Source: an optimization exercise on an open RTL-to-GDS flow (aim: small area). Production flows keep margins and buffers that such runs may drop. No functional check of the RTL was part of this run.

==> run.sh <==
#!/bin/bash
# synth_recipe.tcl (not shown) runs the flow's synth.tcl, then flattens the netlist and writes it again
# the make line also repeats each setting of config.mk as NAME=value (left out here)
make -C /OpenROAD-flow-scripts/flow DESIGN_CONFIG=/design/flow/config.mk WORK_HOME=/design/flow/orfs CLKGATE_MAP_FILE= SYNTH_SCRIPT=/design/flow/synth_recipe.tcl finish
==> config.mk <==
export PLATFORM = sky130hd
export DESIGN_NAME = rms_peak_axis
export DESIGN_NICKNAME = rms_peak_axis
export VERILOG_FILES = /design/flow/design.v
export SDC_FILE = /design/flow/constraint.sdc
export NUM_CORES = 4
export LEC_CHECK = 0
export CAP_MARGIN = 20
export CORE_MARGIN = 2
export CORE_UTILIZATION = 40
export SLEW_MARGIN = 20
==> constraint.sdc <==
create_clock -name core_clock -period 12.0 [get_ports {aclk}]
set_input_delay 2.4000 -clock core_clock [delete_from_list [all_inputs] [get_ports {aclk}]]
set_output_delay 2.4000 -clock core_clock [all_outputs]
set_load 0.01 [all_outputs]
==> design.v <==
`timescale 1 ns / 1 ps
module rms_peak_core (
    input  wire        clk,
    input  wire        rst_n,
    input  wire        en,
    input  wire        bypass,
    input  wire [15:0] alpha,
    input  wire [15:0] din,
    output reg  [14:0] dout
);
    wire        sgn = din[15];
    wire [14:0] mag = (din[14:0] ^ {15{sgn}}) + {14'b0, sgn & (|din[14:0])};
    reg  [14:0] abs_val;
    reg  [30:0] env_acc;
    reg  [14:0] abs_val_d1;
    wire [14:0] env_hi = env_acc[30:16];
    wire s1 = abs_val[0] ^ ~env_acc[16] ^ 1'b1;
    wire c2 = (abs_val[0] & ~env_acc[16]) | (1'b1 & (abs_val[0] ^ ~env_acc[16]));
    wire s3 = abs_val[1] ^ ~env_acc[17] ^ c2;
    wire c4 = (abs_val[1] & ~env_acc[17]) | (c2 & (abs_val[1] ^ ~env_acc[17]));
    wire s5 = abs_val[2] ^ ~env_acc[18] ^ c4;
    wire c6 = (abs_val[2] & ~env_acc[18]) | (c4 & (abs_val[2] ^ ~env_acc[18]));
    wire s7 = abs_val[3] ^ ~env_acc[19] ^ c6;
    wire c8 = (abs_val[3] & ~env_acc[19]) | (c6 & (abs_val[3] ^ ~env_acc[19]));
    wire s9 = abs_val[4] ^ ~env_acc[20] ^ c8;
    wire c10 = (abs_val[4] & ~env_acc[20]) | (c8 & (abs_val[4] ^ ~env_acc[20]));
    wire s11 = abs_val[5] ^ ~env_acc[21] ^ c10;
    wire c12 = (abs_val[5] & ~env_acc[21]) | (c10 & (abs_val[5] ^ ~env_acc[21]));
    wire s13 = abs_val[6] ^ ~env_acc[22] ^ c12;
    wire c14 = (abs_val[6] & ~env_acc[22]) | (c12 & (abs_val[6] ^ ~env_acc[22]));
    wire s15 = abs_val[7] ^ ~env_acc[23] ^ c14;
    wire c16 = (abs_val[7] & ~env_acc[23]) | (c14 & (abs_val[7] ^ ~env_acc[23]));
    wire s17 = abs_val[8] ^ ~env_acc[24] ^ c16;
    wire c18 = (abs_val[8] & ~env_acc[24]) | (c16 & (abs_val[8] ^ ~env_acc[24]));
    wire s19 = abs_val[9] ^ ~env_acc[25] ^ c18;
    wire c20 = (abs_val[9] & ~env_acc[25]) | (c18 & (abs_val[9] ^ ~env_acc[25]));
    wire s21 = abs_val[10] ^ ~env_acc[26] ^ c20;
    wire c22 = (abs_val[10] & ~env_acc[26]) | (c20 & (abs_val[10] ^ ~env_acc[26]));
    wire s23 = abs_val[11] ^ ~env_acc[27] ^ c22;
    wire c24 = (abs_val[11] & ~env_acc[27]) | (c22 & (abs_val[11] ^ ~env_acc[27]));
    wire s25 = abs_val[12] ^ ~env_acc[28] ^ c24;
    wire c26 = (abs_val[12] & ~env_acc[28]) | (c24 & (abs_val[12] ^ ~env_acc[28]));
    wire s27 = abs_val[13] ^ ~env_acc[29] ^ c26;
    wire c28 = (abs_val[13] & ~env_acc[29]) | (c26 & (abs_val[13] ^ ~env_acc[29]));
    wire s29 = abs_val[14] ^ ~env_acc[30] ^ c28;
    wire c30 = (abs_val[14] & ~env_acc[30]) | (c28 & (abs_val[14] ^ ~env_acc[30]));
    wire n31 = ~c30;
    wire [15:0] diff = {n31, s29, s27, s25, s23, s21, s19, s17, s15, s13, s11, s9, s7, s5, s3, s1};
    wire one32 = diff[0] ^ 1'b0;
    wire two33 = (diff[1] & ~diff[0] & ~1'b0) | (~diff[1] & diff[0] & 1'b0);
    wire pp34 = ((one32 & alpha[0])) ^ diff[1];
    wire pp35 = ((one32 & alpha[1]) | (two33 & alpha[0])) ^ diff[1];
    wire pp36 = ((one32 & alpha[2]) | (two33 & alpha[1])) ^ diff[1];
    wire pp37 = ((one32 & alpha[3]) | (two33 & alpha[2])) ^ diff[1];
    wire pp38 = ((one32 & alpha[4]) | (two33 & alpha[3])) ^ diff[1];
    wire pp39 = ((one32 & alpha[5]) | (two33 & alpha[4])) ^ diff[1];
    wire pp40 = ((one32 & alpha[6]) | (two33 & alpha[5])) ^ diff[1];
    wire pp41 = ((one32 & alpha[7]) | (two33 & alpha[6])) ^ diff[1];
    wire pp42 = ((one32 & alpha[8]) | (two33 & alpha[7])) ^ diff[1];
    wire pp43 = ((one32 & alpha[9]) | (two33 & alpha[8])) ^ diff[1];
    wire pp44 = ((one32 & alpha[10]) | (two33 & alpha[9])) ^ diff[1];
    wire pp45 = ((one32 & alpha[11]) | (two33 & alpha[10])) ^ diff[1];
    wire pp46 = ((one32 & alpha[12]) | (two33 & alpha[11])) ^ diff[1];
    wire pp47 = ((one32 & alpha[13]) | (two33 & alpha[12])) ^ diff[1];
    wire pp48 = ((one32 & alpha[14]) | (two33 & alpha[13])) ^ diff[1];
    wire pp49 = ((one32 & alpha[15]) | (two33 & alpha[14])) ^ diff[1];
    wire pp50 = ((two33 & alpha[15])) ^ diff[1];
    wire ns51 = ~diff[1];
    wire one52 = diff[2] ^ diff[1];
    wire two53 = (diff[3] & ~diff[2] & ~diff[1]) | (~diff[3] & diff[2] & diff[1]);
    wire pp54 = ((one52 & alpha[0])) ^ diff[3];
    wire pp55 = ((one52 & alpha[1]) | (two53 & alpha[0])) ^ diff[3];
    wire pp56 = ((one52 & alpha[2]) | (two53 & alpha[1])) ^ diff[3];
    wire pp57 = ((one52 & alpha[3]) | (two53 & alpha[2])) ^ diff[3];
    wire pp58 = ((one52 & alpha[4]) | (two53 & alpha[3])) ^ diff[3];
    wire pp59 = ((one52 & alpha[5]) | (two53 & alpha[4])) ^ diff[3];
    wire pp60 = ((one52 & alpha[6]) | (two53 & alpha[5])) ^ diff[3];
    wire pp61 = ((one52 & alpha[7]) | (two53 & alpha[6])) ^ diff[3];
    wire pp62 = ((one52 & alpha[8]) | (two53 & alpha[7])) ^ diff[3];
    wire pp63 = ((one52 & alpha[9]) | (two53 & alpha[8])) ^ diff[3];
    wire pp64 = ((one52 & alpha[10]) | (two53 & alpha[9])) ^ diff[3];
    wire pp65 = ((one52 & alpha[11]) | (two53 & alpha[10])) ^ diff[3];
    wire pp66 = ((one52 & alpha[12]) | (two53 & alpha[11])) ^ diff[3];
    wire pp67 = ((one52 & alpha[13]) | (two53 & alpha[12])) ^ diff[3];
    wire pp68 = ((one52 & alpha[14]) | (two53 & alpha[13])) ^ diff[3];
    wire pp69 = ((one52 & alpha[15]) | (two53 & alpha[14])) ^ diff[3];
    wire pp70 = ((two53 & alpha[15])) ^ diff[3];
    wire ns71 = ~diff[3];
    wire one72 = diff[4] ^ diff[3];
    wire two73 = (diff[5] & ~diff[4] & ~diff[3]) | (~diff[5] & diff[4] & diff[3]);
    wire pp74 = ((one72 & alpha[0])) ^ diff[5];
    wire pp75 = ((one72 & alpha[1]) | (two73 & alpha[0])) ^ diff[5];
    wire pp76 = ((one72 & alpha[2]) | (two73 & alpha[1])) ^ diff[5];
    wire pp77 = ((one72 & alpha[3]) | (two73 & alpha[2])) ^ diff[5];
    wire pp78 = ((one72 & alpha[4]) | (two73 & alpha[3])) ^ diff[5];
    wire pp79 = ((one72 & alpha[5]) | (two73 & alpha[4])) ^ diff[5];
    wire pp80 = ((one72 & alpha[6]) | (two73 & alpha[5])) ^ diff[5];
    wire pp81 = ((one72 & alpha[7]) | (two73 & alpha[6])) ^ diff[5];
    wire pp82 = ((one72 & alpha[8]) | (two73 & alpha[7])) ^ diff[5];
    wire pp83 = ((one72 & alpha[9]) | (two73 & alpha[8])) ^ diff[5];
    wire pp84 = ((one72 & alpha[10]) | (two73 & alpha[9])) ^ diff[5];
    wire pp85 = ((one72 & alpha[11]) | (two73 & alpha[10])) ^ diff[5];
    wire pp86 = ((one72 & alpha[12]) | (two73 & alpha[11])) ^ diff[5];
    wire pp87 = ((one72 & alpha[13]) | (two73 & alpha[12])) ^ diff[5];
    wire pp88 = ((one72 & alpha[14]) | (two73 & alpha[13])) ^ diff[5];
    wire pp89 = ((one72 & alpha[15]) | (two73 & alpha[14])) ^ diff[5];
    wire pp90 = ((two73 & alpha[15])) ^ diff[5];
    wire ns91 = ~diff[5];
    wire one92 = diff[6] ^ diff[5];
    wire two93 = (diff[7] & ~diff[6] & ~diff[5]) | (~diff[7] & diff[6] & diff[5]);
    wire pp94 = ((one92 & alpha[0])) ^ diff[7];
    wire pp95 = ((one92 & alpha[1]) | (two93 & alpha[0])) ^ diff[7];
    wire pp96 = ((one92 & alpha[2]) | (two93 & alpha[1])) ^ diff[7];
    wire pp97 = ((one92 & alpha[3]) | (two93 & alpha[2])) ^ diff[7];
    wire pp98 = ((one92 & alpha[4]) | (two93 & alpha[3])) ^ diff[7];
    wire pp99 = ((one92 & alpha[5]) | (two93 & alpha[4])) ^ diff[7];
    wire pp100 = ((one92 & alpha[6]) | (two93 & alpha[5])) ^ diff[7];
    wire pp101 = ((one92 & alpha[7]) | (two93 & alpha[6])) ^ diff[7];
    wire pp102 = ((one92 & alpha[8]) | (two93 & alpha[7])) ^ diff[7];
    wire pp103 = ((one92 & alpha[9]) | (two93 & alpha[8])) ^ diff[7];
    wire pp104 = ((one92 & alpha[10]) | (two93 & alpha[9])) ^ diff[7];
    wire pp105 = ((one92 & alpha[11]) | (two93 & alpha[10])) ^ diff[7];
    wire pp106 = ((one92 & alpha[12]) | (two93 & alpha[11])) ^ diff[7];
    wire pp107 = ((one92 & alpha[13]) | (two93 & alpha[12])) ^ diff[7];
    wire pp108 = ((one92 & alpha[14]) | (two93 & alpha[13])) ^ diff[7];
    wire pp109 = ((one92 & alpha[15]) | (two93 & alpha[14])) ^ diff[7];
    wire pp110 = ((two93 & alpha[15])) ^ diff[7];
    wire ns111 = ~diff[7];
    wire one112 = diff[8] ^ diff[7];
    wire two113 = (diff[9] & ~diff[8] & ~diff[7]) | (~diff[9] & diff[8] & diff[7]);
    wire pp114 = ((one112 & alpha[0])) ^ diff[9];
    wire pp115 = ((one112 & alpha[1]) | (two113 & alpha[0])) ^ diff[9];
    wire pp116 = ((one112 & alpha[2]) | (two113 & alpha[1])) ^ diff[9];
    wire pp117 = ((one112 & alpha[3]) | (two113 & alpha[2])) ^ diff[9];
    wire pp118 = ((one112 & alpha[4]) | (two113 & alpha[3])) ^ diff[9];
    wire pp119 = ((one112 & alpha[5]) | (two113 & alpha[4])) ^ diff[9];
    wire pp120 = ((one112 & alpha[6]) | (two113 & alpha[5])) ^ diff[9];
    wire pp121 = ((one112 & alpha[7]) | (two113 & alpha[6])) ^ diff[9];
    wire pp122 = ((one112 & alpha[8]) | (two113 & alpha[7])) ^ diff[9];
    wire pp123 = ((one112 & alpha[9]) | (two113 & alpha[8])) ^ diff[9];
    wire pp124 = ((one112 & alpha[10]) | (two113 & alpha[9])) ^ diff[9];
    wire pp125 = ((one112 & alpha[11]) | (two113 & alpha[10])) ^ diff[9];
    wire pp126 = ((one112 & alpha[12]) | (two113 & alpha[11])) ^ diff[9];
    wire pp127 = ((one112 & alpha[13]) | (two113 & alpha[12])) ^ diff[9];
    wire pp128 = ((one112 & alpha[14]) | (two113 & alpha[13])) ^ diff[9];
    wire pp129 = ((one112 & alpha[15]) | (two113 & alpha[14])) ^ diff[9];
    wire pp130 = ((two113 & alpha[15])) ^ diff[9];
    wire ns131 = ~diff[9];
    wire one132 = diff[10] ^ diff[9];
    wire two133 = (diff[11] & ~diff[10] & ~diff[9]) | (~diff[11] & diff[10] & diff[9]);
    wire pp134 = ((one132 & alpha[0])) ^ diff[11];
    wire pp135 = ((one132 & alpha[1]) | (two133 & alpha[0])) ^ diff[11];
    wire pp136 = ((one132 & alpha[2]) | (two133 & alpha[1])) ^ diff[11];
    wire pp137 = ((one132 & alpha[3]) | (two133 & alpha[2])) ^ diff[11];
    wire pp138 = ((one132 & alpha[4]) | (two133 & alpha[3])) ^ diff[11];
    wire pp139 = ((one132 & alpha[5]) | (two133 & alpha[4])) ^ diff[11];
    wire pp140 = ((one132 & alpha[6]) | (two133 & alpha[5])) ^ diff[11];
    wire pp141 = ((one132 & alpha[7]) | (two133 & alpha[6])) ^ diff[11];
    wire pp142 = ((one132 & alpha[8]) | (two133 & alpha[7])) ^ diff[11];
    wire pp143 = ((one132 & alpha[9]) | (two133 & alpha[8])) ^ diff[11];
    wire pp144 = ((one132 & alpha[10]) | (two133 & alpha[9])) ^ diff[11];
    wire pp145 = ((one132 & alpha[11]) | (two133 & alpha[10])) ^ diff[11];
    wire pp146 = ((one132 & alpha[12]) | (two133 & alpha[11])) ^ diff[11];
    wire pp147 = ((one132 & alpha[13]) | (two133 & alpha[12])) ^ diff[11];
    wire pp148 = ((one132 & alpha[14]) | (two133 & alpha[13])) ^ diff[11];
    wire pp149 = ((one132 & alpha[15]) | (two133 & alpha[14])) ^ diff[11];
    wire pp150 = ((two133 & alpha[15])) ^ diff[11];
    wire ns151 = ~diff[11];
    wire one152 = diff[12] ^ diff[11];
    wire two153 = (diff[13] & ~diff[12] & ~diff[11]) | (~diff[13] & diff[12] & diff[11]);
    wire pp154 = ((one152 & alpha[0])) ^ diff[13];
    wire pp155 = ((one152 & alpha[1]) | (two153 & alpha[0])) ^ diff[13];
    wire pp156 = ((one152 & alpha[2]) | (two153 & alpha[1])) ^ diff[13];
    wire pp157 = ((one152 & alpha[3]) | (two153 & alpha[2])) ^ diff[13];
    wire pp158 = ((one152 & alpha[4]) | (two153 & alpha[3])) ^ diff[13];
    wire pp159 = ((one152 & alpha[5]) | (two153 & alpha[4])) ^ diff[13];
    wire pp160 = ((one152 & alpha[6]) | (two153 & alpha[5])) ^ diff[13];
    wire pp161 = ((one152 & alpha[7]) | (two153 & alpha[6])) ^ diff[13];
    wire pp162 = ((one152 & alpha[8]) | (two153 & alpha[7])) ^ diff[13];
    wire pp163 = ((one152 & alpha[9]) | (two153 & alpha[8])) ^ diff[13];
    wire pp164 = ((one152 & alpha[10]) | (two153 & alpha[9])) ^ diff[13];
    wire pp165 = ((one152 & alpha[11]) | (two153 & alpha[10])) ^ diff[13];
    wire pp166 = ((one152 & alpha[12]) | (two153 & alpha[11])) ^ diff[13];
    wire pp167 = ((one152 & alpha[13]) | (two153 & alpha[12])) ^ diff[13];
    wire pp168 = ((one152 & alpha[14]) | (two153 & alpha[13])) ^ diff[13];
    wire pp169 = ((one152 & alpha[15]) | (two153 & alpha[14])) ^ diff[13];
    wire pp170 = ((two153 & alpha[15])) ^ diff[13];
    wire ns171 = ~diff[13];
    wire one172 = diff[14] ^ diff[13];
    wire two173 = (diff[15] & ~diff[14] & ~diff[13]) | (~diff[15] & diff[14] & diff[13]);
    wire pp174 = ((one172 & alpha[0])) ^ diff[15];
    wire pp175 = ((one172 & alpha[1]) | (two173 & alpha[0])) ^ diff[15];
    wire pp176 = ((one172 & alpha[2]) | (two173 & alpha[1])) ^ diff[15];
    wire pp177 = ((one172 & alpha[3]) | (two173 & alpha[2])) ^ diff[15];
    wire pp178 = ((one172 & alpha[4]) | (two173 & alpha[3])) ^ diff[15];
    wire pp179 = ((one172 & alpha[5]) | (two173 & alpha[4])) ^ diff[15];
    wire pp180 = ((one172 & alpha[6]) | (two173 & alpha[5])) ^ diff[15];
    wire pp181 = ((one172 & alpha[7]) | (two173 & alpha[6])) ^ diff[15];
    wire pp182 = ((one172 & alpha[8]) | (two173 & alpha[7])) ^ diff[15];
    wire pp183 = ((one172 & alpha[9]) | (two173 & alpha[8])) ^ diff[15];
    wire pp184 = ((one172 & alpha[10]) | (two173 & alpha[9])) ^ diff[15];
    wire pp185 = ((one172 & alpha[11]) | (two173 & alpha[10])) ^ diff[15];
    wire pp186 = ((one172 & alpha[12]) | (two173 & alpha[11])) ^ diff[15];
    wire pp187 = ((one172 & alpha[13]) | (two173 & alpha[12])) ^ diff[15];
    wire pp188 = ((one172 & alpha[14]) | (two173 & alpha[13])) ^ diff[15];
    wire pp189 = ((one172 & alpha[15]) | (two173 & alpha[14])) ^ diff[15];
    wire pp190 = ((two173 & alpha[15])) ^ diff[15];
    wire ns191 = ~diff[15];
    wire s192 = pp48 ^ pp66;
    wire c193 = pp48 & pp66;
    wire s194 = pp49 ^ pp67;
    wire c195 = pp49 & pp67;
    wire s196 = pp50 ^ pp68;
    wire c197 = pp50 & pp68;
    wire s198 = ns51 ^ pp69 ^ pp87;
    wire c199 = (ns51 & pp69) | (pp87 & (ns51 ^ pp69));
    wire s200 = pp70 ^ pp88;
    wire c201 = pp70 & pp88;
    wire s202 = pp42 ^ pp60;
    wire c203 = pp42 & pp60;
    wire s204 = pp43 ^ pp61;
    wire c205 = pp43 & pp61;
    wire s206 = pp44 ^ pp62 ^ pp80;
    wire c207 = (pp44 & pp62) | (pp80 & (pp44 ^ pp62));
    wire s208 = pp98 ^ pp116;
    wire c209 = pp98 & pp116;
    wire s210 = pp45 ^ pp63 ^ pp81;
    wire c211 = (pp45 & pp63) | (pp81 & (pp45 ^ pp63));
    wire s212 = pp99 ^ pp117;
    wire c213 = pp99 & pp117;
    wire s214 = pp46 ^ pp64 ^ pp82;
    wire c215 = (pp46 & pp64) | (pp82 & (pp46 ^ pp64));
    wire s216 = pp100 ^ pp118 ^ pp136;
    wire c217 = (pp100 & pp118) | (pp136 & (pp100 ^ pp118));
    wire s218 = pp154 ^ diff[13];
    wire c219 = pp154 & diff[13];
    wire s220 = pp47 ^ pp65 ^ pp83;
    wire c221 = (pp47 & pp65) | (pp83 & (pp47 ^ pp65));
    wire s222 = pp101 ^ pp119 ^ pp137;
    wire c223 = (pp101 & pp119) | (pp137 & (pp101 ^ pp119));
    wire s224 = pp155 ^ env_acc[13];
    wire c225 = pp155 & env_acc[13];
    wire s226 = s192 ^ pp84 ^ pp102;
    wire c227 = (s192 & pp84) | (pp102 & (s192 ^ pp84));
    wire s228 = pp120 ^ pp138 ^ pp156;
    wire c229 = (pp120 & pp138) | (pp156 & (pp120 ^ pp138));
    wire s230 = pp174 ^ diff[15] ^ env_acc[14];
    wire c231 = (pp174 & diff[15]) | (env_acc[14] & (pp174 ^ diff[15]));
    wire s232 = c193 ^ s194 ^ pp85;
    wire c233 = (c193 & s194) | (pp85 & (c193 ^ s194));
    wire s234 = pp103 ^ pp121 ^ pp139;
    wire c235 = (pp103 & pp121) | (pp139 & (pp103 ^ pp121));
    wire s236 = pp157 ^ pp175 ^ env_acc[15];
    wire c237 = (pp157 & pp175) | (env_acc[15] & (pp157 ^ pp175));
    wire s238 = c195 ^ s196 ^ pp86;
    wire c239 = (c195 & s196) | (pp86 & (c195 ^ s196));
    wire s240 = pp104 ^ pp122 ^ pp140;
    wire c241 = (pp104 & pp122) | (pp140 & (pp104 ^ pp122));
    wire s242 = pp158 ^ pp176 ^ env_acc[16];
    wire c243 = (pp158 & pp176) | (env_acc[16] & (pp158 ^ pp176));
    wire s244 = c197 ^ s198 ^ pp105;
    wire c245 = (c197 & s198) | (pp105 & (c197 ^ s198));
    wire s246 = pp123 ^ pp141 ^ pp159;
    wire c247 = (pp123 & pp141) | (pp159 & (pp123 ^ pp141));
    wire s248 = pp177 ^ 1'b1 ^ env_acc[17];
    wire c249 = (pp177 & 1'b1) | (env_acc[17] & (pp177 ^ 1'b1));
    wire s250 = c199 ^ s200 ^ pp106;
    wire c251 = (c199 & s200) | (pp106 & (c199 ^ s200));
    wire s252 = pp124 ^ pp142 ^ pp160;
    wire c253 = (pp124 & pp142) | (pp160 & (pp124 ^ pp142));
    wire s254 = pp178 ^ 1'b1 ^ env_acc[18];
    wire c255 = (pp178 & 1'b1) | (env_acc[18] & (pp178 ^ 1'b1));
    wire s256 = c201 ^ ns71 ^ pp89;
    wire c257 = (c201 & ns71) | (pp89 & (c201 ^ ns71));
    wire s258 = pp107 ^ pp125 ^ pp143;
    wire c259 = (pp107 & pp125) | (pp143 & (pp107 ^ pp125));
    wire s260 = pp161 ^ pp179 ^ env_acc[19];
    wire c261 = (pp161 & pp179) | (env_acc[19] & (pp161 ^ pp179));
    wire s262 = pp90 ^ pp108 ^ pp126;
    wire c263 = (pp90 & pp108) | (pp126 & (pp90 ^ pp108));
    wire s264 = pp144 ^ pp162 ^ pp180;
    wire c265 = (pp144 & pp162) | (pp180 & (pp144 ^ pp162));
    wire s266 = 1'b1 ^ env_acc[20];
    wire c267 = 1'b1 & env_acc[20];
    wire s268 = ns91 ^ pp109 ^ pp127;
    wire c269 = (ns91 & pp109) | (pp127 & (ns91 ^ pp109));
    wire s270 = pp145 ^ pp163 ^ pp181;
    wire c271 = (pp145 & pp163) | (pp181 & (pp145 ^ pp163));
    wire s272 = pp110 ^ pp128 ^ pp146;
    wire c273 = (pp110 & pp128) | (pp146 & (pp110 ^ pp128));
    wire s274 = pp164 ^ pp182;
    wire c275 = pp164 & pp182;
    wire s276 = ns111 ^ pp129 ^ pp147;
    wire c277 = (ns111 & pp129) | (pp147 & (ns111 ^ pp129));
    wire s278 = pp130 ^ pp148;
    wire c279 = pp130 & pp148;
    wire s280 = pp38 ^ pp56;
    wire c281 = pp38 & pp56;
    wire s282 = pp39 ^ pp57;
    wire c283 = pp39 & pp57;
    wire s284 = pp40 ^ pp58 ^ pp76;
    wire c285 = (pp40 & pp58) | (pp76 & (pp40 ^ pp58));
    wire s286 = pp94 ^ diff[7];
    wire c287 = pp94 & diff[7];
    wire s288 = pp41 ^ pp59 ^ pp77;
    wire c289 = (pp41 & pp59) | (pp77 & (pp41 ^ pp59));
    wire s290 = pp95 ^ env_acc[7];
    wire c291 = pp95 & env_acc[7];
    wire s292 = s202 ^ pp78 ^ pp96;
    wire c293 = (s202 & pp78) | (pp96 & (s202 ^ pp78));
    wire s294 = pp114 ^ diff[9] ^ env_acc[8];
    wire c295 = (pp114 & diff[9]) | (env_acc[8] & (pp114 ^ diff[9]));
    wire s296 = c203 ^ s204 ^ pp79;
    wire c297 = (c203 & s204) | (pp79 & (c203 ^ s204));
    wire s298 = pp97 ^ pp115 ^ env_acc[9];
    wire c299 = (pp97 & pp115) | (env_acc[9] & (pp97 ^ pp115));
    wire s300 = c205 ^ s206 ^ s208;
    wire c301 = (c205 & s206) | (s208 & (c205 ^ s206));
    wire s302 = pp134 ^ diff[11] ^ env_acc[10];
    wire c303 = (pp134 & diff[11]) | (env_acc[10] & (pp134 ^ diff[11]));
    wire s304 = c207 ^ c209 ^ s210;
    wire c305 = (c207 & c209) | (s210 & (c207 ^ c209));
    wire s306 = s212 ^ pp135 ^ env_acc[11];
    wire c307 = (s212 & pp135) | (env_acc[11] & (s212 ^ pp135));
    wire s308 = c211 ^ c213 ^ s214;
    wire c309 = (c211 & c213) | (s214 & (c211 ^ c213));
    wire s310 = s216 ^ s218 ^ env_acc[12];
    wire c311 = (s216 & s218) | (env_acc[12] & (s216 ^ s218));
    wire s312 = c215 ^ c217 ^ c219;
    wire c313 = (c215 & c217) | (c219 & (c215 ^ c217));
    wire s314 = s220 ^ s222 ^ s224;
    wire c315 = (s220 & s222) | (s224 & (s220 ^ s222));
    wire s316 = c221 ^ c223 ^ c225;
    wire c317 = (c221 & c223) | (c225 & (c221 ^ c223));
    wire s318 = s226 ^ s228 ^ s230;
    wire c319 = (s226 & s228) | (s230 & (s226 ^ s228));
    wire s320 = c227 ^ c229 ^ c231;
    wire c321 = (c227 & c229) | (c231 & (c227 ^ c229));
    wire s322 = s232 ^ s234 ^ s236;
    wire c323 = (s232 & s234) | (s236 & (s232 ^ s234));
    wire s324 = c233 ^ c235 ^ c237;
    wire c325 = (c233 & c235) | (c237 & (c233 ^ c235));
    wire s326 = s238 ^ s240 ^ s242;
    wire c327 = (s238 & s240) | (s242 & (s238 ^ s240));
    wire s328 = c239 ^ c241 ^ c243;
    wire c329 = (c239 & c241) | (c243 & (c239 ^ c241));
    wire s330 = s244 ^ s246 ^ s248;
    wire c331 = (s244 & s246) | (s248 & (s244 ^ s246));
    wire s332 = c245 ^ c247 ^ c249;
    wire c333 = (c245 & c247) | (c249 & (c245 ^ c247));
    wire s334 = s250 ^ s252 ^ s254;
    wire c335 = (s250 & s252) | (s254 & (s250 ^ s252));
    wire s336 = c251 ^ c253 ^ c255;
    wire c337 = (c251 & c253) | (c255 & (c251 ^ c253));
    wire s338 = s256 ^ s258 ^ s260;
    wire c339 = (s256 & s258) | (s260 & (s256 ^ s258));
    wire s340 = c257 ^ c259 ^ c261;
    wire c341 = (c257 & c259) | (c261 & (c257 ^ c259));
    wire s342 = s262 ^ s264 ^ s266;
    wire c343 = (s262 & s264) | (s266 & (s262 ^ s264));
    wire s344 = c263 ^ c265 ^ c267;
    wire c345 = (c263 & c265) | (c267 & (c263 ^ c265));
    wire s346 = s268 ^ s270 ^ env_acc[21];
    wire c347 = (s268 & s270) | (env_acc[21] & (s268 ^ s270));
    wire s348 = c269 ^ c271 ^ s272;
    wire c349 = (c269 & c271) | (s272 & (c269 ^ c271));
    wire s350 = s274 ^ 1'b1 ^ env_acc[22];
    wire c351 = (s274 & 1'b1) | (env_acc[22] & (s274 ^ 1'b1));
    wire s352 = c273 ^ c275 ^ s276;
    wire c353 = (c273 & c275) | (s276 & (c273 ^ c275));
    wire s354 = pp165 ^ pp183 ^ env_acc[23];
    wire c355 = (pp165 & pp183) | (env_acc[23] & (pp165 ^ pp183));
    wire s356 = c277 ^ s278 ^ pp166;
    wire c357 = (c277 & s278) | (pp166 & (c277 ^ s278));
    wire s358 = pp184 ^ 1'b1 ^ env_acc[24];
    wire c359 = (pp184 & 1'b1) | (env_acc[24] & (pp184 ^ 1'b1));
    wire s360 = c279 ^ ns131 ^ pp149;
    wire c361 = (c279 & ns131) | (pp149 & (c279 ^ ns131));
    wire s362 = pp167 ^ pp185 ^ env_acc[25];
    wire c363 = (pp167 & pp185) | (env_acc[25] & (pp167 ^ pp185));
    wire s364 = pp150 ^ pp168 ^ pp186;
    wire c365 = (pp150 & pp168) | (pp186 & (pp150 ^ pp168));
    wire s366 = 1'b1 ^ env_acc[26];
    wire c367 = 1'b1 & env_acc[26];
    wire s368 = ns151 ^ pp169 ^ pp187;
    wire c369 = (ns151 & pp169) | (pp187 & (ns151 ^ pp169));
    wire s370 = pp170 ^ pp188;
    wire c371 = pp170 & pp188;
    wire s372 = pp36 ^ pp54;
    wire c373 = pp36 & pp54;
    wire s374 = pp37 ^ pp55;
    wire c375 = pp37 & pp55;
    wire s376 = s280 ^ pp74 ^ diff[5];
    wire c377 = (s280 & pp74) | (diff[5] & (s280 ^ pp74));
    wire s378 = c281 ^ s282 ^ pp75;
    wire c379 = (c281 & s282) | (pp75 & (c281 ^ s282));
    wire s380 = c283 ^ s284 ^ s286;
    wire c381 = (c283 & s284) | (s286 & (c283 ^ s284));
    wire s382 = c285 ^ c287 ^ s288;
    wire c383 = (c285 & c287) | (s288 & (c285 ^ c287));
    wire s384 = c289 ^ c291 ^ s292;
    wire c385 = (c289 & c291) | (s292 & (c289 ^ c291));
    wire s386 = c293 ^ c295 ^ s296;
    wire c387 = (c293 & c295) | (s296 & (c293 ^ c295));
    wire s388 = c297 ^ c299 ^ s300;
    wire c389 = (c297 & c299) | (s300 & (c297 ^ c299));
    wire s390 = c301 ^ c303 ^ s304;
    wire c391 = (c301 & c303) | (s304 & (c301 ^ c303));
    wire s392 = c305 ^ c307 ^ s308;
    wire c393 = (c305 & c307) | (s308 & (c305 ^ c307));
    wire s394 = c309 ^ c311 ^ s312;
    wire c395 = (c309 & c311) | (s312 & (c309 ^ c311));
    wire s396 = c313 ^ c315 ^ s316;
    wire c397 = (c313 & c315) | (s316 & (c313 ^ c315));
    wire s398 = c317 ^ c319 ^ s320;
    wire c399 = (c317 & c319) | (s320 & (c317 ^ c319));
    wire s400 = c321 ^ c323 ^ s324;
    wire c401 = (c321 & c323) | (s324 & (c321 ^ c323));
    wire s402 = c325 ^ c327 ^ s328;
    wire c403 = (c325 & c327) | (s328 & (c325 ^ c327));
    wire s404 = c329 ^ c331 ^ s332;
    wire c405 = (c329 & c331) | (s332 & (c329 ^ c331));
    wire s406 = c333 ^ c335 ^ s336;
    wire c407 = (c333 & c335) | (s336 & (c333 ^ c335));
    wire s408 = c337 ^ c339 ^ s340;
    wire c409 = (c337 & c339) | (s340 & (c337 ^ c339));
    wire s410 = c341 ^ c343 ^ s344;
    wire c411 = (c341 & c343) | (s344 & (c341 ^ c343));
    wire s412 = c345 ^ c347 ^ s348;
    wire c413 = (c345 & c347) | (s348 & (c345 ^ c347));
    wire s414 = c349 ^ c351 ^ s352;
    wire c415 = (c349 & c351) | (s352 & (c349 ^ c351));
    wire s416 = c353 ^ c355 ^ s356;
    wire c417 = (c353 & c355) | (s356 & (c353 ^ c355));
    wire s418 = c357 ^ c359 ^ s360;
    wire c419 = (c357 & c359) | (s360 & (c357 ^ c359));
    wire s420 = c361 ^ c363 ^ s364;
    wire c421 = (c361 & c363) | (s364 & (c361 ^ c363));
    wire s422 = c365 ^ c367 ^ s368;
    wire c423 = (c365 & c367) | (s368 & (c365 ^ c367));
    wire s424 = c369 ^ s370 ^ 1'b1;
    wire c425 = (c369 & s370) | (1'b1 & (c369 ^ s370));
    wire s426 = c371 ^ ns171 ^ pp189;
    wire c427 = (c371 & ns171) | (pp189 & (c371 ^ ns171));
    wire s428 = pp190 ^ 1'b1;
    wire c429 = pp190 & 1'b1;
    wire s430 = pp34 ^ diff[1];
    wire c431 = pp34 & diff[1];
    wire s432 = pp35 ^ env_acc[1];
    wire c433 = pp35 & env_acc[1];
    wire s434 = s372 ^ diff[3] ^ env_acc[2];
    wire c435 = (s372 & diff[3]) | (env_acc[2] & (s372 ^ diff[3]));
    wire s436 = c373 ^ s374 ^ env_acc[3];
    wire c437 = (c373 & s374) | (env_acc[3] & (c373 ^ s374));
    wire s438 = c375 ^ s376 ^ env_acc[4];
    wire c439 = (c375 & s376) | (env_acc[4] & (c375 ^ s376));
    wire s440 = c377 ^ s378 ^ env_acc[5];
    wire c441 = (c377 & s378) | (env_acc[5] & (c377 ^ s378));
    wire s442 = c379 ^ s380 ^ env_acc[6];
    wire c443 = (c379 & s380) | (env_acc[6] & (c379 ^ s380));
    wire s444 = c381 ^ s382 ^ s290;
    wire c445 = (c381 & s382) | (s290 & (c381 ^ s382));
    wire s446 = c383 ^ s384 ^ s294;
    wire c447 = (c383 & s384) | (s294 & (c383 ^ s384));
    wire s448 = c385 ^ s386 ^ s298;
    wire c449 = (c385 & s386) | (s298 & (c385 ^ s386));
    wire s450 = c387 ^ s388 ^ s302;
    wire c451 = (c387 & s388) | (s302 & (c387 ^ s388));
    wire s452 = c389 ^ s390 ^ s306;
    wire c453 = (c389 & s390) | (s306 & (c389 ^ s390));
    wire s454 = c391 ^ s392 ^ s310;
    wire c455 = (c391 & s392) | (s310 & (c391 ^ s392));
    wire s456 = c393 ^ s394 ^ s314;
    wire c457 = (c393 & s394) | (s314 & (c393 ^ s394));
    wire s458 = c395 ^ s396 ^ s318;
    wire c459 = (c395 & s396) | (s318 & (c395 ^ s396));
    wire s460 = c397 ^ s398 ^ s322;
    wire c461 = (c397 & s398) | (s322 & (c397 ^ s398));
    wire s462 = c399 ^ s400 ^ s326;
    wire c463 = (c399 & s400) | (s326 & (c399 ^ s400));
    wire s464 = c401 ^ s402 ^ s330;
    wire c465 = (c401 & s402) | (s330 & (c401 ^ s402));
    wire s466 = c403 ^ s404 ^ s334;
    wire c467 = (c403 & s404) | (s334 & (c403 ^ s404));
    wire s468 = c405 ^ s406 ^ s338;
    wire c469 = (c405 & s406) | (s338 & (c405 ^ s406));
    wire s470 = c407 ^ s408 ^ s342;
    wire c471 = (c407 & s408) | (s342 & (c407 ^ s408));
    wire s472 = c409 ^ s410 ^ s346;
    wire c473 = (c409 & s410) | (s346 & (c409 ^ s410));
    wire s474 = c411 ^ s412 ^ s350;
    wire c475 = (c411 & s412) | (s350 & (c411 ^ s412));
    wire s476 = c413 ^ s414 ^ s354;
    wire c477 = (c413 & s414) | (s354 & (c413 ^ s414));
    wire s478 = c415 ^ s416 ^ s358;
    wire c479 = (c415 & s416) | (s358 & (c415 ^ s416));
    wire s480 = c417 ^ s418 ^ s362;
    wire c481 = (c417 & s418) | (s362 & (c417 ^ s418));
    wire s482 = c419 ^ s420 ^ s366;
    wire c483 = (c419 & s420) | (s366 & (c419 ^ s420));
    wire s484 = c421 ^ s422 ^ env_acc[27];
    wire c485 = (c421 & s422) | (env_acc[27] & (c421 ^ s422));
    wire s486 = c423 ^ s424 ^ env_acc[28];
    wire c487 = (c423 & s424) | (env_acc[28] & (c423 ^ s424));
    wire s488 = c425 ^ s426 ^ env_acc[29];
    wire c489 = (c425 & s426) | (env_acc[29] & (c425 ^ s426));
    wire s490 = c427 ^ s428 ^ env_acc[30];
    wire c491 = (c427 & s428) | (env_acc[30] & (c427 ^ s428));
    wire [30:0] ra = {c489, c487, c485, c483, c481, c479, c477, c475, c473, c471, c469, c467, c465, c463, c461, c459, c457, c455, c453, c451, c449, c447, c445, c443, c441, c439, c437, c435, c433, c431, s430};
    wire [30:0] rb = {s490, s488, s486, s484, s482, s480, s478, s476, s474, s472, s470, s468, s466, s464, s462, s460, s458, s456, s454, s452, s450, s448, s446, s444, s442, s440, s438, s436, s434, s432, env_acc[0]};
    wire [30:0] nxt = ra + rb;
    always @(posedge clk) begin
        if (!rst_n) begin
            abs_val    <= 15'd0;
            env_acc    <= 31'd0;
            abs_val_d1 <= 15'd0;
            dout       <= 15'd0;
        end else if (en) begin
            abs_val    <= mag;
            env_acc    <= nxt;
            abs_val_d1 <= abs_val;
            dout       <= bypass ? abs_val_d1 : env_hi;
        end
    end
endmodule
`timescale 1 ns / 1 ps
module rms_peak_axis #(
    parameter integer C_S_AXI_DATA_WIDTH = 32,
    parameter integer C_S_AXI_ADDR_WIDTH = 4,
    parameter integer AUDIO_WIDTH        = 16,
    parameter integer ALPHA_WIDTH        = 16,
    parameter integer CORE_LATENCY       = 3
)(
    input  wire aclk,
    input  wire aresetn,
    input  wire [31:0] s_axis_tdata,
    input  wire        s_axis_tlast,
    input  wire        s_axis_tvalid,
    output wire        s_axis_tready,
    output wire [31:0] m_axis_tdata,
    output wire        m_axis_tlast,
    output wire        m_axis_tvalid,
    input  wire        m_axis_tready,
    input  wire [C_S_AXI_ADDR_WIDTH-1:0] s_axi_awaddr,
    input  wire                          s_axi_awvalid,
    output wire                          s_axi_awready,
    input  wire [C_S_AXI_DATA_WIDTH-1:0] s_axi_wdata,
    input  wire [3:0]                    s_axi_wstrb,
    input  wire                          s_axi_wvalid,
    output wire                          s_axi_wready,
    output wire [1:0]                    s_axi_bresp,
    output wire                          s_axi_bvalid,
    input  wire                          s_axi_bready,
    input  wire [C_S_AXI_ADDR_WIDTH-1:0] s_axi_araddr,
    input  wire                          s_axi_arvalid,
    output wire                          s_axi_arready,
    output wire [C_S_AXI_DATA_WIDTH-1:0] s_axi_rdata,
    output wire [1:0]                    s_axi_rresp,
    output wire                          s_axi_rvalid,
    input  wire                          s_axi_rready
);
    reg [31:0] reg_ctrl;
    reg [31:0] reg_alpha;
    reg        axi_awready, axi_bvalid;
    reg        axi_arready, axi_rvalid;
    reg [31:0] axi_rdata;
    assign s_axi_awready = axi_awready;
    assign s_axi_wready  = axi_awready;
    assign s_axi_bvalid  = axi_bvalid;
    assign s_axi_bresp   = 2'b00;
    assign s_axi_arready = axi_arready;
    assign s_axi_rvalid  = axi_rvalid;
    assign s_axi_rresp   = 2'b00;
    assign s_axi_rdata   = axi_rdata;
    always @(posedge aclk) begin
        if (!aresetn) begin
            axi_awready <= 1'b0;
            axi_bvalid  <= 1'b0;
            reg_ctrl    <= 32'h0000_0001;
            reg_alpha   <= 32'h0000_0800;
        end else begin
            axi_awready <= !axi_awready && s_axi_awvalid && s_axi_wvalid;
            if (axi_awready && s_axi_awaddr[3:2] == 2'h0) reg_ctrl  <= s_axi_wdata;
            if (axi_awready && s_axi_awaddr[3:2] == 2'h1) reg_alpha <= s_axi_wdata;
            if (axi_awready)
                axi_bvalid <= 1'b1;
            else if (s_axi_bready)
                axi_bvalid <= 1'b0;
        end
    end
    always @(posedge aclk) begin
        if (!aresetn) begin
            axi_arready <= 1'b0;
            axi_rvalid  <= 1'b0;
            axi_rdata   <= 32'b0;
        end else begin
            axi_arready <= !axi_arready && s_axi_arvalid;
            if (axi_arready && !axi_rvalid) begin
                axi_rvalid <= 1'b1;
                case (s_axi_araddr[3:2])
                    2'h0:    axi_rdata <= reg_ctrl;
                    2'h1:    axi_rdata <= reg_alpha;
                    default: axi_rdata <= 32'b0;
                endcase
            end else if (s_axi_rready) begin
                axi_rvalid <= 1'b0;
            end
        end
    end
    wire global_en = reg_ctrl[0];
    wire core_ce   = s_axis_tvalid && m_axis_tready && global_en;
    reg [2:0] valid_pipe;
    reg [2:0] last_pipe;
    wire [14:0] out_l, out_r;
    rms_peak_core u_rms_l (
        .clk(aclk), .rst_n(aresetn), .en(core_ce), .bypass(reg_ctrl[1]),
        .alpha(reg_alpha[15:0]), .din(s_axis_tdata[15:0]), .dout(out_l)
    );
    rms_peak_core u_rms_r (
        .clk(aclk), .rst_n(aresetn), .en(core_ce), .bypass(reg_ctrl[1]),
        .alpha(reg_alpha[15:0]), .din(s_axis_tdata[31:16]), .dout(out_r)
    );
    always @(posedge aclk) begin
        if (!aresetn) begin
            valid_pipe <= 3'b0;
            last_pipe  <= 3'b0;
        end else if (m_axis_tready) begin
            valid_pipe <= {valid_pipe[1:0], s_axis_tvalid && global_en};
            last_pipe  <= {last_pipe[1:0], s_axis_tlast};
        end
    end
    assign s_axis_tready = m_axis_tready;
    assign m_axis_tdata  = {1'b0, out_r, 1'b0, out_l};
    assign m_axis_tvalid = valid_pipe[2];
    assign m_axis_tlast  = last_pipe[2];
endmodule
==> run notes <==
==> final timing paths <==
path                                                      start                                to  slack [ns]  cells after the start
worst max-delay path            u_rms_l.abs_val[0]$_SDFFE_PN0P_  u_rms_l.env_acc[30]$_SDFFE_PN0P_        0.55                     35
worst max register to register  u_rms_l.abs_val[0]$_SDFFE_PN0P_  u_rms_l.env_acc[30]$_SDFFE_PN0P_        0.55                     35
worst min-delay path                     axi_arready$_SDFF_PN0_            axi_arready$_SDFF_PN0_        0.43                      1
worst min register to register           axi_arready$_SDFF_PN0_            axi_arready$_SDFF_PN0_        0.43                      1
==> synth_stat cells (all sizes together), types with 25 or more instances <==
master / count / area, um2
a211oi: 37 / 278
a22oi: 135 / 1010
fa: 260 / 5200
ha: 118 / 1480
buf: 62 / 268
a21o: 25 / 188
a21oi: 441 / 2220
xor2: 48 / 420
dfxtp: 258 / 5160
nor2: 303 / 1140
clkbuf: 315 / 1180
nand2: 795 / 2980
inv: 358 / 1340
o21ai: 236 / 1180
a221oi: 112 / 981
mux2i: 26 / 260
nand3: 49 / 245
xnor2: 55 / 482
and2: 29 / 181
mux2: 51 / 574
==> repair_timing <==
item / CTS / global route
resized for setup: 0 / 18
endpoints found under the setup margin: 0 / 13
buffers inserted: 0 / 1
==> through the flow <==
| stage | hold slack (ns) | instances |
|---|---|---|
| after CTS | 0.434 | 4835 |
| after floorplan | 0.432 | 3971 |
| after detailed placement | 0.426 | 4782 |
| after global routing | 0.447 | 4836 |
| final | 0.431 | 4836 |
| after global placement | 0.422 | 4782 |
==> worst max-delay path: cells and delay by family, from the launching register on <==
family,cells,cell delay [ns]
compound gates,4,0.76
fa+ha+maj,20,8.16
buf+inv,4,0.37
flops,1,0.32
xor+xnor,1,0.26
simple gates,5,1.33
mux,1,0.09
==> area by class of cell <==
cell class                      instances  share of cell area (%)
Clock inverter                         15                   0.705
Multi-Input combinational cell       2978                    65.6
Sequential cell                       258                    16.3
Timing Repair Buffer                  239                    6.79
Inverter                              358                    4.26
Tap cell                              950                    3.74
Clock buffer                           38                    2.58
==> metal layers <==
metal  up-vias  global-route usage [%]  routed length (um)
met5         -                       0                  66
met4        10                    5.73                2100
met3       132                    3.82                6370
met2       955                    37.0               39500
met1     12900                    33.4               39500
li1      13000                       -                   -
==> placed cells by master, fill, tap and decap left out, types with 8 or more instances in the layout <==
cell,synthesis,routed
buf_4,8,92
xnor2_1,55,55
dfxtp_1,258,241
a22o_1,12,12
and2_1,19,17
nor3_1,19,19
o21a_1,10,10
ha_1,118,118
nand2_1,795,795
nand3_1,49,48
o21ai_1,13,12
mux2_2,50,50
nand4_1,16,16
a211oi_1,37,35
a21o_1,25,25
a31oi_1,13,12
mux2i_1,26,26
clkdlybuf4s50_1,0,146
nand2b_1,17,17
and2_0,10,10
fa_1,260,259
nor2b_1,17,17
o31ai_1,11,8
clkbuf_16,0,29
nor2_1,303,297
xor2_1,48,48
inv_1,358,357
a22oi_1,135,135
and3_1,13,12
or3_1,13,13
a221oi_1,112,112
dfxtp_2,0,16
o21bai_1,9,9
o21ai_0,223,223
a21oi_1,439,438
==> cells by family after synthesis <==
kind of cell	synth area share [%]
AOI/OAI and AO/OA	23.7
xor gates and xnor gates	3.15
adders and majority gates	23.3
buffers and inverters	9.76
DFF	18.0
muxes	2.91
other	0.0131
and+or+nand+nor	19.1
==> registers in the layout, summed over array words and instances, names as in the netlist <==
signal              count
last_pipe               3
u_rms_r.dout           15
reg_ctrl               32
u_rms_l.abs_val        15
u_rms_r.abs_val        15
u_rms_l.dout           15
axi_awready             1
axi_rdata              32
axi_rvalid              1
u_rms_l.abs_val_d1     15
u_rms_l.env_acc        31
axi_arready             1
valid_pipe              3
axi_bvalid              1
reg_alpha              32
u_rms_r.abs_val_d1     15
u_rms_r.env_acc        31
==> key figures <==
Routing
  – Post-route DRC: 0
  – Avg WL per Cell: between 15 and 20 um
  – WL final: ~88 mm
  – Iter 0 DRT Violations: 2316
  – DR vias/cell: 5.58
  – TritonRoute pass-1 iters: 6
  – Detail Route Antenna Nets: 0
  – Via count: 27000

Floorplanning
  – Die W: 272 um
  – Die area: 73700 um2
  – Die Ht: 272 um
  – Starting Density: 40.3%
  – I/O pins: 162
  – CORE AREA: just over 70000 um2
  – Rows: 98

Timing
  – Unrepaired setup endpoints after global routing: no
  – Final period util: a little over nine tenths
  – Final worst slack: 0.554 ns
  – Endpoints failing setup: 0
  – Slew Limit Fails: 0
  – Max-slew headroom: 29.8%
  – Slew @ Worst Pin: 1.05 ns
  – Fin crit period: 11.45 ns
  – Setup Skew: 0.0177 ns
  – FMAX: 0.0874 GHz
  – Total negative slack: 0 ns
  – Final hold vios: 0

Clocking
  – Clock root cell: clkbuf_16
  – Clk slew on worst S/H paths: 0.07 ns
  – Num CTS Buffers: 29
  – CTS tree: done
  – Clk Latency, worst-skew pair: between 0.5 and 0.6 ns
  – CTS max path bufs: 3
  – Htree depth: 1
  – Clk sinks: ~260
  – CTS Hold Bufs: 0

Yosys
  – Post-synthesis cell type count: 83
  – Post-synthesis cell area: roughly 29000 um2
  – Seq cells post-synth: 258
  – Fraction of registers with async set/reset: 0%
  – Seq/Total Area, Yosys: 18.0%
  – Ys flop type: dfxtp_1
  – Synth warnings: 2
  – Mean Syn Cell Area: 7.22 um2
  – Post-synth EDFFs: 0
  – Post-Synthesis Cells: 3966

Critical path
  – Most used cell, CP: fa_1
  – Worst EP arrival: 11.89 ns
  – Worst Setup End Kind: flip-flop
  – Critical Path RT: 12.45 ns
  – CP max stage delay: 0.71 ns
  – Crit path max fanout: 13
  – CP Launch Type: flip-flop
  – Critical setup path kind: reg -> reg
  – Slowest-stage cell, CP: fa_1

Placed design
  – Place WS: 0.255 ns
  – Post-DP HPWL: 62.2 mm
  – IO buf count: 147
  – Placed inst area: approximately 31000 um2
  – Gp weighted congestion: 0.885

Final layout
  – FF/Latch Area: 5190 um2
  – Filler Cell Count: 7329
  – Final Cell Area: 31800 um2
  – Layout cells sized above 1: roughly 6.3%
  – Area of the multi-input gates: 20800 um2
  – Final net count: between 4000 and 5000
  – Syn-to-layout area delta: 10.9%
  – Layout Utilization: between 40 and 50%
  – # diodes: 0

Worst hold path
  – HP Class: reg -> reg

GRT
  – Vias in the first global route: 25300
  – GRT Util Overall: 23.5%
  – Antenna violations before repair: 5
  – Largest net degree at the start of global routing: 100
  – Overflow after GRT: 0
  – First-pass GRT wire length: 142 mm

Status
  – Status: no timing/DRC/antenna violations

Job
  – Max-cap violations: 0

-- what the ideal ports hide --
How much do the figures lean on ideal ports? The routed layout below was timed once more, with nothing changed but the port constraints. Step 1 assumes that a clkbuf_16 drives the clock port and a buf_2 every other input. Step 2 moves the port delays by t, midway between the first and last clock arrival at a register: inputs arrive t later, outputs are due t later. That takes back most of the time a late clock gives input paths. Slacks: ideal / step 1 / step 2; pairs: ideal / step 1.
shift t [ns]: 0.633
slack for setup (ns): 0.554 / 0.554 / 0.554
worst register clock-pin slew, ns: 0.07 / 0.07
After both steps this run still meets setup and hold. The setup slack of this run moves by 0.000 ns with the drivers and by 0.000 ns with both steps.
